This design comes from an exercise in tuning for small area on the open sky130 flow, not from production work. Where RTL was checked, it was by simulation tests only, not by an equivalence proof against the original. Power figures rest on the tool's default switching activity, not on a simulated workload.

## dot_product_TOP
module dot_product_TOP (in_vector_1, in_vector_2, clk, out_scalar);
For scale: roughly 59 flip-flops, roughly 25000 um^2 of cells after synthesis.
clock: 10.0 ns
lec_check: 0
cap_margin: 0
core_margin: 2
core_utilization: 70
gpl_timing_driven: 0
slew_margin: 0
synth_hierarchical: 1
synth_minimum_keep_size: 0
standard.sh (not shown) runs the stock make flow with config.mk's settings and CLKGATE_MAP_FILE= SYNTH_SCRIPT=/design/flow/synth_recipe.tcl, a recipe that flattens the netlist after the stock synthesis.
==> flow/flow/run.sh <==
#!/bin/bash
# The standard layout, with buf_2 port buffers, synthesis buffers removed at
# floorplan and placement that is not timing driven.
set -euo pipefail
export BUFFER_PORTS_ARGS="-buffer_cell sky130_fd_sc_hd__buf_2"
export REMOVE_ABC_BUFFERS=1
bash standard.sh > standard.log 2>&1
Rerun with:
==> flow/flow/run.sh (replaced) <==
#!/bin/bash
# The standard layout, with the port buffers of a chosen cell.
set -euo pipefail
export BUFFER_PORTS_ARGS="-buffer_cell sky130_fd_sc_hd__buf_2"
bash standard.sh > standard.log 2>&1
Settings changed: GPL_TIMING_DRIVEN 0 to not set.
After rerunning: Sequential share of layout area barely changes; total power climbs by 6.4%; critical path depth climbs by 1; cell count climbs by 2.0%; wire length climbs by 3.6%; maximum frequency climbs by 1.7%; die area is unchanged; worst hold slack improved by 0.039 ns; final area climbs by 1.8%; non-clock buffer count climbs by 58.
No functional check of the RTL was part of any run of this note.

---

## job 4415
dot_product_TOP, a different RTL version from the one above (not shown whole).
Size: about 2500 cells after synthesis, ~59 flip-flops, about 0.024 mm^2 of cells after synthesis.
export LEC_CHECK = 0
export CAP_MARGIN = 0
export CORE_MARGIN = 2
export CORE_UTILIZATION = 85
export GPL_TIMING_DRIVEN = 0
export SLEW_MARGIN = 0
export SYNTH_HIERARCHICAL = 1
export SYNTH_MINIMUM_KEEP_SIZE = 0
create_clock -name core_clock -period 10.0 [get_ports {clk}]
==> flow/flow/run.sh <==
#!/bin/bash
# The standard layout with: buf_1 port buffers, synthesis buffers removed at
# floorplan (placement is not timing driven), and a clock tree of clkbuf_4
# without dummy loads.
set -euo pipefail
export BUFFER_PORTS_ARGS="-buffer_cell sky130_fd_sc_hd__buf_1"
export REMOVE_ABC_BUFFERS=1
export CTS_ARGS="-sink_clustering_enable -repair_clock_nets -dont_use_dummy_load -buf_list sky130_fd_sc_hd__clkbuf_4"
bash standard.sh > standard.log 2>&1
The following lists how job 487 was set up differently from job 4415:
- CORE_UTILIZATION: 85 -> 55
==> comparison <==
Job 4415 vs job 487, capturing element of the worst setup path: stage1_part[4] vs stage2_out[16]
Looking at via count of the first global-routing pass across job 4415 and job 487, the one that comes out higher is job 4415.
Summary: with job 4415 as the reference, via count in job 487 moved down by a little under 10%.
Wire: job 487 routes less than job 4415
Input-level comparison between job 5322 and job 487:
- CORE_UTILIZATION: 55 -> 70
--- outcome ---
[compare] base=job 487 new=job 5322: overall track demand over capacity in global routing grew by 6.9 points; count of plain and timing-repair buffers in the layout shrank by 4; total chip power shrank by 0.70%.
Reported for job 5322 and job 487, number of buffers on the longest clock path turned out identical to the last digit.
Summary of job 5322 over job 487: worst hold slack down 0.049 ns, time the worst path needs with I/O delays and setup moved up.

---

== nickel ==
dot_product_TOP with an RTL version that a note above also has.
Size: roughly 2,500 cells after synthesis, about 130 I/O pins, about 0.025 mm2 of cells after synthesis.
clock: 10.0 ns
lec_check: 0
cap_margin: 0
core_margin: 2
core_utilization: 70
gpl_timing_driven: 0
slew_margin: 0
synth_hierarchical: 1
synth_minimum_keep_size: 0
Scripts as last shown in full above: flow/flow/run.sh
Input changes introduced in garnet (baseline for comparison: nickel):
- clearing GPL_TIMING_DRIVEN, which used to be 0
==> flow/flow/run.sh <==
#!/bin/bash
# The standard layout, with buf_2 port buffers and a clock tree of small
# buffers without dummy loads.
set -euo pipefail
export BUFFER_PORTS_ARGS="-buffer_cell sky130_fd_sc_hd__buf_2"
export CTS_ARGS="-sink_clustering_enable -repair_clock_nets -dont_use_dummy_load -buf_list sky130_fd_sc_hd__clkbuf_4"
bash standard.sh > standard.log 2>&1
==> comparison <==
garnet vs. nickel: final worst setup slack went up by 330 ps; power share of the clock group essentially unchanged.
The sequential power of garnet and that of nickel are within noise of each other.
The required time of the critical path was comparable across garnet and nickel.
Compare garnet and nickel | shortest clock period the worst path allows after layout lower: garnet
Worst hold slack improves in garnet relative to nickel.
Input changes introduced in harbor (baseline for comparison: garnet):
- an added GPL_TIMING_DRIVEN of 0
==> flow/flow/run.sh <==
#!/bin/bash
# The standard layout with: buf_2 port buffers, synthesis buffers removed at
# floorplan (placement is not timing driven), and a clock tree of clkbuf_4
# without dummy loads.
set -euo pipefail
export BUFFER_PORTS_ARGS="-buffer_cell sky130_fd_sc_hd__buf_2"
export REMOVE_ABC_BUFFERS=1
export CTS_ARGS="-sink_clustering_enable -repair_clock_nets -dont_use_dummy_load -buf_list sky130_fd_sc_hd__clkbuf_4"
bash standard.sh > standard.log 2>&1
### Flow results
- Total power (harbor over garnet): decrease, 5.5%
- harbor leaves less setup margin than garnet.
- harbor: final worst-path cycle share higher than garnet
- Number of antenna violations at the first check in global routing was higher in garnet than in harbor.
- Layout filler cell count sits higher in harbor than in garnet.
- Post-layout minimum cycle time delta (harbor − garnet): unfavourable
- Comparing garnet and harbor, combinational fraction of design power is lower on harbor.
- Per the comparison of harbor with garnet, global placement routability congestion -about 7%; number of nets in the final layout -58; sequential share of layout area ~0 delta.
Function was not checked in any run of this note: the RTL went through the layout flow alone.

---

dot_product_TOP, a different RTL version from the one above (not shown whole).
Size in the first run: roughly 2500 cells after synthesis, about 76 flip-flops, roughly 130 I/O pins.
Settings: LEC_CHECK=0, CAP_MARGIN=20, CORE_MARGIN=2, CORE_UTILIZATION=70, SLEW_MARGIN=20, SYNTH_HIERARCHICAL=1, SYNTH_MINIMUM_KEEP_SIZE=0; clock period 10.0 ns.
run.sh (not shown) runs the stock make flow with config.mk's settings and CLKGATE_MAP_FILE= SYNTH_SCRIPT=/design/flow/synth_recipe.tcl, a recipe that flattens the netlist after the stock synthesis.
Stock flow here: none of the scripts above is used.
Then changed:
--- a/flow/config.mk
+++ b/flow/config.mk
@@ -8,5 +8,5 @@
 export CAP_MARGIN = 20
 export CORE_MARGIN = 2
-export CORE_UTILIZATION = 70
+export CORE_UTILIZATION = 40
 export SLEW_MARGIN = 20
 export SYNTH_HIERARCHICAL = 1
After rerunning: Non-clock buffer count rises by 7. Total power rises by a few percent. Setup slack is better by 0.026 ns. Routed wire length rises by a little under a tenth. Combinational power rises by a few percent. Die area rises by well over a third. Final area rises slightly. Clock power rises by a few percent. Critical path depth rises by 1.
Then changed:
==> flow/flow/run.sh (new file) <==
#!/bin/bash
# The standard layout, with the port buffers of a chosen cell.
set -euo pipefail
export BUFFER_PORTS_ARGS="-buffer_cell sky130_fd_sc_hd__buf_2"
bash standard.sh > standard.log 2>&1
==> flow/standard.sh (new file) <==
#!/bin/bash
# synth_recipe.tcl (not shown) runs the flow's synth.tcl, then flattens the netlist and writes it again
# the make line also repeats each setting of config.mk as NAME=value (left out here)
make -C /OpenROAD-flow-scripts/flow DESIGN_CONFIG=/design/flow/config.mk WORK_HOME=/design/flow/orfs CLKGATE_MAP_FILE= SYNTH_SCRIPT=/design/flow/synth_recipe.tcl "${@:-finish}"
--- a/flow/config.mk
+++ b/flow/config.mk
@@ -8,5 +8,5 @@
 export CAP_MARGIN = 20
 export CORE_MARGIN = 2
-export CORE_UTILIZATION = 40
+export CORE_UTILIZATION = 70
 export SLEW_MARGIN = 20
 export SYNTH_HIERARCHICAL = 1
removed: flow/run.sh
=> Global-route usage climbs by 14 points. First-iteration DRC count climbs by about 30%. Final area drops by 5.6%. Register-to-register slack got worse by 0.03 ns. Die area is lower by about 40%. Hold slack gains 0.043 ns.

## afterwards: timing with drivers on the ports
How much do the figures lean on ideal ports? The routed layouts below were timed once more, with nothing changed but the port constraints.
Step 1 (the two cells are an assumption about what drives the block):
set clk [get_ports {clk}]
set_driving_cell -lib_cell sky130_fd_sc_hd__clkbuf_16 $clk
set_driving_cell -lib_cell sky130_fd_sc_hd__buf_2 [delete_from_list [all_inputs] $clk]
Step 2, shift: input delay + t, output delay - t, t = (earliest + latest rising clock arrival at the registers) / 2. This alone moves slack from input paths to output paths.
a / b / c = ideal / step 1 / step 2; a / b = the first two.
run	t, ns	slack for setup (ns)	cell pins on the clock port's net
the first run of note 1	0.361	0.391 / 0.405 / 0.043	1
the second run of note 1	0.362	0.554 / 0.565 / 0.202	1
job 4415	0.421	0.203 / 0.192 / -0.229	1
job 487	0.412	0.337 / 0.337 / -0.034	1
job 5322	0.417	0.291 / 0.291 / -0.084	1
nickel	0.425	0.339 / 0.336 / -0.089	1
garnet	0.421	0.670 / 0.680 / 0.259	1
harbor	0.403	0.457 / 0.459 / 0.056	1
the first run of note 4	0.364	0.451 / 0.451 / 0.258	1
the second run of note 4	0.375	0.477 / 0.477 / 0.313	1
the third run of note 4	0.377	0.447 / 0.447 / 0.447	1
With both steps, setup timing fails in job 4415, job 487, job 5322 and nickel, where it was met with ideal ports. The setup slack of job 4415, which loses most, moves by -0.011 ns with the drivers and by -0.432 ns with both steps.
